From an optimization exercise on the open Yosys and OpenROAD flow, aimed at small area and a short achievable clock period; shortcuts taken in it are not production practice.
Function was checked by simulation only, so behaviour that the tests miss may differ from the original.

==> flow/design.v, too long to show whole: its modules and the start of the top module <==
// module cordic_advanced: 11306 lines
// module add_bk_15: 50 lines
// module add_bk_17: 60 lines
// module add_bk_19: 66 lines
// module add_bk_21: 74 lines
// module add_bk_23: 80 lines
// module add_bk_25: 90 lines
// module add_bk_27: 96 lines
// module add_bk_29: 104 lines
// module msb_11m: 39 lines
// module msb_11p: 39 lines
// module msb_13m: 35 lines
// module msb_13p: 35 lines
// module msb_15m: 31 lines
// module msb_15p: 31 lines
// module msb_1m: 59 lines
// module msb_1p: 59 lines
// module msb_3m: 55 lines
// module msb_3p: 55 lines
// module msb_5m: 51 lines
// module msb_5p: 51 lines
// module msb_7m: 47 lines
// module msb_7p: 47 lines
// module msb_9m: 43 lines
// module msb_9p: 43 lines
// module zpair_1: 9 lines
// module zpair_11: 9 lines
// module zpair_13: 9 lines
// module zpair_15: 9 lines
// module zpair_3: 9 lines
// module zpair_5: 9 lines
// module zpair_7: 9 lines
// module zpair_9: 9 lines
// module g_a21o: 3 lines
// module g_a21oi: 3 lines
// module g_and2: 3 lines
// module g_inv: 3 lines
// module g_nand2: 3 lines
// module g_nor2: 3 lines
// module g_o21a: 3 lines
// module g_o21ai: 3 lines
// module g_or2: 3 lines
// module g_xnor2: 3 lines
// module g_xor2: 3 lines
module cordic_advanced #(
    parameter DATA_WIDTH = 18,
    parameter ANGLE_WIDTH = 32,
    parameter ITERATIONS = 18,
    parameter PIPELINE_STAGES = 18
)(
    input  wire                         clk,
    input  wire                         rst_n,
    input  wire                         enable,
    input  wire signed [DATA_WIDTH-1:0] x_in,
    input  wire signed [DATA_WIDTH-1:0] y_in,
    input  wire signed [ANGLE_WIDTH-1:0] z_in,
    input  wire                         data_valid_in,
    output wire                         data_ready_out,
    output wire signed [DATA_WIDTH:0]   x_out,
    output wire signed [DATA_WIDTH:0]   y_out,
    output wire signed [ANGLE_WIDTH-1:0] z_out,
    output wire                         data_valid_out,
    input  wire                         data_ready_in,
    output wire                         overflow,
    output wire [15:0]                  iterations_count,
    output wire [31:0]                  throughput_counter
);
  // ...
==> flow/run.sh <==
#!/bin/bash
# synth_recipe.tcl (not shown) runs the flow's synth.tcl, then flattens the netlist and writes it again
# the make line also repeats each setting of config.mk as NAME=value (left out here)
make -C /OpenROAD-flow-scripts/flow DESIGN_CONFIG=/design/flow/config.mk WORK_HOME=/design/flow/orfs CLKGATE_MAP_FILE= SYNTH_SCRIPT=/design/flow/synth_recipe.tcl finish
==> flow/config.mk <==
export PLATFORM = sky130hd
export DESIGN_NAME = cordic_advanced
export DESIGN_NICKNAME = cordic_advanced
export VERILOG_FILES = /design/flow/design.v
export SDC_FILE = /design/flow/constraint.sdc
export NUM_CORES = 4
export LEC_CHECK = 0
export CAP_MARGIN = 20
export CORE_MARGIN = 2
export CORE_UTILIZATION = 65
export CTS_CLUSTER_DIAMETER = 100
export CTS_CLUSTER_SIZE = 30
export PLACE_DENSITY = 0.75
export SLEW_MARGIN = 20
export SYNTH_HIERARCHICAL = 1
==> flow/constraint.sdc <==
create_clock -name core_clock -period 4.5 [get_ports {clk}]
set_input_delay 0.9000 -clock core_clock [delete_from_list [all_inputs] [get_ports {clk}]]
set_output_delay 0.9000 -clock core_clock [all_outputs]
set_load 0.01 [all_outputs]
==> results by group, run 1 <==
Worst setup path
  • Largest delay share family, worst path: compound AO/OA/AOI/OAI gates
  • Worst flop-to-flop path startpoint: dq11[0]
  • CP Cell Sequence: buf_4 > buf_4 > xor2_1 > nor2_1 > nor2_1 > a21oi_2 > o21a_1 > nor2_1 > nand2_1 > o21ai_1 > xor2_1 > nor2_1 > o21a_1 > o21ai_1 > a21oi_2 > o21ai_2 > nand2_1 > o21ai_1 > xor2_1
  • Cell mode on critical path: nor2_1
  • Worst setup path endpoint: xq13[12]

Detailed routing
  • TritonRoute pass-1 iters: 8
  • 1st-iter DRT viols: roughly 3300

Global route
  • Pin count of the biggest net entering global routing: 88
  • Met2 Use GR: 0.502
  • Overall global routing resource usage: 0.286

Clock network
  • TritonCTS clock tree: yes
  • TritonCTS Buffers: 31
  • H-tree Lvls: 1

Yosys
  • Top cells by count, synth: 1355 x xor2_1, 1313 x nand2_1, 1067 x nor2_1, 724 x o21ai_1, 549 x edfxtp_1
  • Asr flop ratio synth: 0.0956
  • Synth top area share: 0.266
  • Synth Cell Area: 62000 sq um
  • Register area share after synthesis: 0.289
  • XOR/XNOR Fraction of Synth Area: 0.256

Cells and area
  • Comb_multi_in: roughly 6600
  • Antenna cells: 2
  • Multi-input combinational area share: 0.626
  • Fin util: 0.732

Run
  • Max Cap Violations: 0

Status
  • Outcome: no timing/DRC/antenna violations

Floorplanning
  • I/O pin total: 194
==> run 2, diff against run 1 <==
--- a/flow/config.mk
+++ b/flow/config.mk
@@ -7,9 +7,8 @@
 export LEC_CHECK = 0
 export CAP_MARGIN = 20
 export CORE_MARGIN = 2
-export CORE_UTILIZATION = 65
+export CORE_UTILIZATION = 40
 export CTS_CLUSTER_DIAMETER = 100
 export CTS_CLUSTER_SIZE = 30
-export PLACE_DENSITY = 0.75
 export SLEW_MARGIN = 20
 export SYNTH_HIERARCHICAL = 1
==> run 2 against run 1 <==
Still clean. Clock-buffer cell count is 7 higher. Flip-flop and latch count stayed put. Core utilization is 27 points lower. Critical path depth is 3 lower. Largest cell class unchanged.
==> results by group, run 2 <==
Placed design
  • Inst Count DP: around 10000
  • GPL Wtd Cong: a little under 0.9
  • Port-buffer cells: about 190
  • HPWL Detailed: 119000 um

Yosys
  • Synth Cell Area: 62000 sq um (unchanged)
  • Most frequent cell after synthesis: xor2_1
  • Synth top area share: 0.266 (unchanged)
  • Top_reg_cell synth: edfxtp_1
  • Synth warn: 7
  • Avg Cell Area, Syn: 8.27 sq um
  • Flops & latches, synth: about 600
  • Post-synth EDFFs: approximately 550
  • Top cells by count, synth: 1355 x xor2_1, 1313 x nand2_1, 1067 x nor2_1, 724 x o21ai_1, 549 x edfxtp_1
  • Unique cell type count in the Yosys netlist: between 100 and 150
  • Largest cells by area after synthesis: edfxtp_1 27%, xor2_1 19%, nand2_1 7.9%
  • Post-Synthesis Cells: 7503
  • Largest area contributor in the netlist: edfxtp_1
  • Asr flop ratio synth: 0.0956 (unchanged)
  • Register area share after synthesis: 0.289 (unchanged)

Worst hold path
  • Tightest Hold Check Type: in2async

Floorplanning
  • Die area: ~160000 sq um
  • Core area: between 150000 and 200000 sq um
  • Initial Util: 0.403
  • FP Rows: around 140
  • Die span in x: a little under 400 um
  • Die H: 398 um
  • I/O pin total: 194 (unchanged)

Global route
  • First-pass GRT wire length: around 240000 um
  • Number of global-route vias before repair: between 40000 and 50000
  • Overall global routing resource usage: 0.181 (-0.104)
  • Gr ovfl total: 0
  • Pin count of the biggest net entering global routing: 173 (+97%)
  • Initial antenna violation count: 1

Detailed routing
  • Post-DRT Antenna Nets: 0
  • 1st-iter DRT viols: 2680 (-20%)
  • Remaining routing DRC violations: 0
  • Via count: just over 50000
  • TritonRoute pass-1 iters: 6 (-2)
  • Routed WL per cell: approximately 14 um
  • Detailed Route WL: about 150000 um
  • DR vias/cell: 4.98

Worst setup path
  • Worst flop-to-flop path startpoint: zq1[20]
  • Crit Path Class: in2reg
  • Reg2Reg Depth: 14
  • R2R setup slack: around 0.24 ns
  • Startpoint types: primary input
  • Max FO, Critical Path: 6
  • Reg2Reg Capture Point: zq3[19]
  • Worst path arrival time: roughly 4.7 ns
  • Critical path required time: a little under 5 ns
  • Crit. End Element: flip-flop

Cells and area
  • Most flops, register: throughput_cnt
  • Most frequent cells in the layout: 1315 x xor2_1, 1304 x nand2_1, 1041 x nor2_1
  • Commonest non-fill, non-tap cell in the layout: xor2_1
  • Top flop regs: throughput_cnt: 32 flops, zq1: 29 flops, zq3: 27 flops
  • Post-route insts no fill: 10119
  • Share of post-route cells with drive strength above 1: 0.116
  • Nets: between 8000 and 9000
  • Max reg flops: 32
  • Area Overhead vs Synth: 14.9%
  • Fin util: 0.463 (-0.270)

Clock network
  • Worst-path clk slew: between 0.1 and 0.15 ns
  • TritonCTS clock tree: yes
  • Clock Root Buffer: clkbuf_16
  • Max clock buf depth: 3
  • TritonCTS Buffers: 39 (+26%)
  • Clock Sinks: 607
  • H-tree Lvls: 2 (+1)
  • Skew-Pair Late Insertion Delay: 0.67 ns
  • Hold buffers post-CTS: 0

Timing
  • Final hold viol count: 0
  • Max Clock Freq: 0.233 GHz
  • Final min period: around 4.3 ns
  • Final Cycle Share: 0.952
  • Slew HR: 0.326
  • Worst-margin pin slew: 1.01 ns
  • Final setup skew: ~0.045 ns
  • Setup TNS: 0 ns
  • # setup viols final: 0
  • Final Max Slew Viols: 0

Run
  • Max Cap Violations: 0 (unchanged)

Status
  • Outcome: no timing/DRC/antenna violations
[run 2: worst max-delay path, stage by stage]
cell and delay [ns]:
clkdlybuf4s50_1 0.45, and4_4 0.20, o41ai_2 0.24, nand3_1 0.12, a22oi_1 0.22, xor2_1 0.29, mux2i_4 0.16, fa_1 0.46
a211oi_2 0.27, o211ai_2 0.16, a32oi_2 0.23, o21a_1 0.21, o21a_1 0.16, o21ai_1 0.08, fa_1 0.38, xor2_1 0.15
[run 2: final cells by class]
type,count,area (sq um)
well taps,2044,2560
multi-input cells,6576,43400
diodes,1,2.50
fillers,14855,82800
clock inverters,32,503
inverters,238,893
clock buffers,40,1000
repair buffers,581,4960
flip-flops and latches,607,17900
[run 2: worst max path at each step]
| stage | start | endpoint | slack (ns) | depth (start not counted) |
|---|---|---|---|---|
| floorplan | dq1[0] | xq3[18] | -0.04 | 18 |
| global placement | z_in[3] | zq1[27] | -0.60 | 16 |
| detailed placement | z_in[17] | zq1[27] | -0.60 | 16 |
| CTS | dq9[0] | yq11[18] | 0.04 | 22 |
| global route | dq17 | y_out[9] | -0.006 | 9 |
| finish | z_in[3] | zq1[27] | 0.21 | 16 |
[run 2: cell families after synthesis]
| group | share of synthesized area |
|---|---|
| xor gates and xnor gates | 0.256 |
| AOI/OAI and AO/OA | 0.156 |
| muxes | 0.00482 |
| DFF | 0.289 |
| other | 0.000847 |
| adders and majority gates | 0.0639 |
| and+or+nand+nor | 0.205 |
| buffers and inverters | 0.0239 |
[run 2: routing by layer]
metal	share of wire	GRT usage
met1	0.46	0.231
met2	0.50	0.330
met3	0.029	0.0159
met4	0.021	0.0413
met5	0	0
[run 2: through the flow]
stage | hold slack (ns) | area, sq um | setup WS (ns)
after floorplan | 0.475 | 62200 | -0.0401
after CTS | 0.348 | 70400 | 0.0376
after global routing | 0.379 | 71300 | -0.00575
after global placement | 0.465 | 68900 | -0.603
final | 0.364 | 71300 | 0.214
after detailed placement | 0.471 | 68900 | -0.598
[run 2: Yosys stat by module (local to each module, per instance), a selection]
module     cell area (sq um)  copies in the design  flops+latches
g_inv                   3.75                    47              0
msb_9p                   115                     1              0
zpair_3                 43.8                     1              0
add_bk_15                619                     1              0
add_bk_29               1240                     1              0
zpair_9                 43.8                     1              0
zpair_15                43.8                     1              0
add_bk_19                728                     1              0
[run 2: timing repair]
action | 4_1_cts | 5_1_grt
pin swaps | 0 | 21
setup buffers | 1 | 23
gates resized for setup | 2 | 134
endpoints found under the setup margin | 14 | 163

what the ideal ports hide:
No port has a modelled driver above. Below, the same layouts with a new extraction and two added sets of constraints.
Step 1, drivers: a clkbuf_16 drives clk and a buf_2 each remaining input, both assumed.
Step 2 also shifts input and output timing later by t, the mid clock arrival at the registers, as if the neighbouring blocks saw the same clock.
Three values: no drivers, after step 1, after step 2; two values: the first two.
run	t (ns)	setup slack, ns	clock arrival spread, ns	worst slew at a driven data input, ns
run 1	0.744	0.154 / 0.135 / -0.458	0.033 / 0.034	0.10
run 2	0.734	0.214 / 0.130 / -0.456	0.047 / 0.047	0.14
With both steps, setup timing fails in run 1 and run 2, where it was met with ideal ports. For run 2, which loses most, drivers alone change the setup slack by -0.084 ns; drivers and shift together by -0.670 ns.
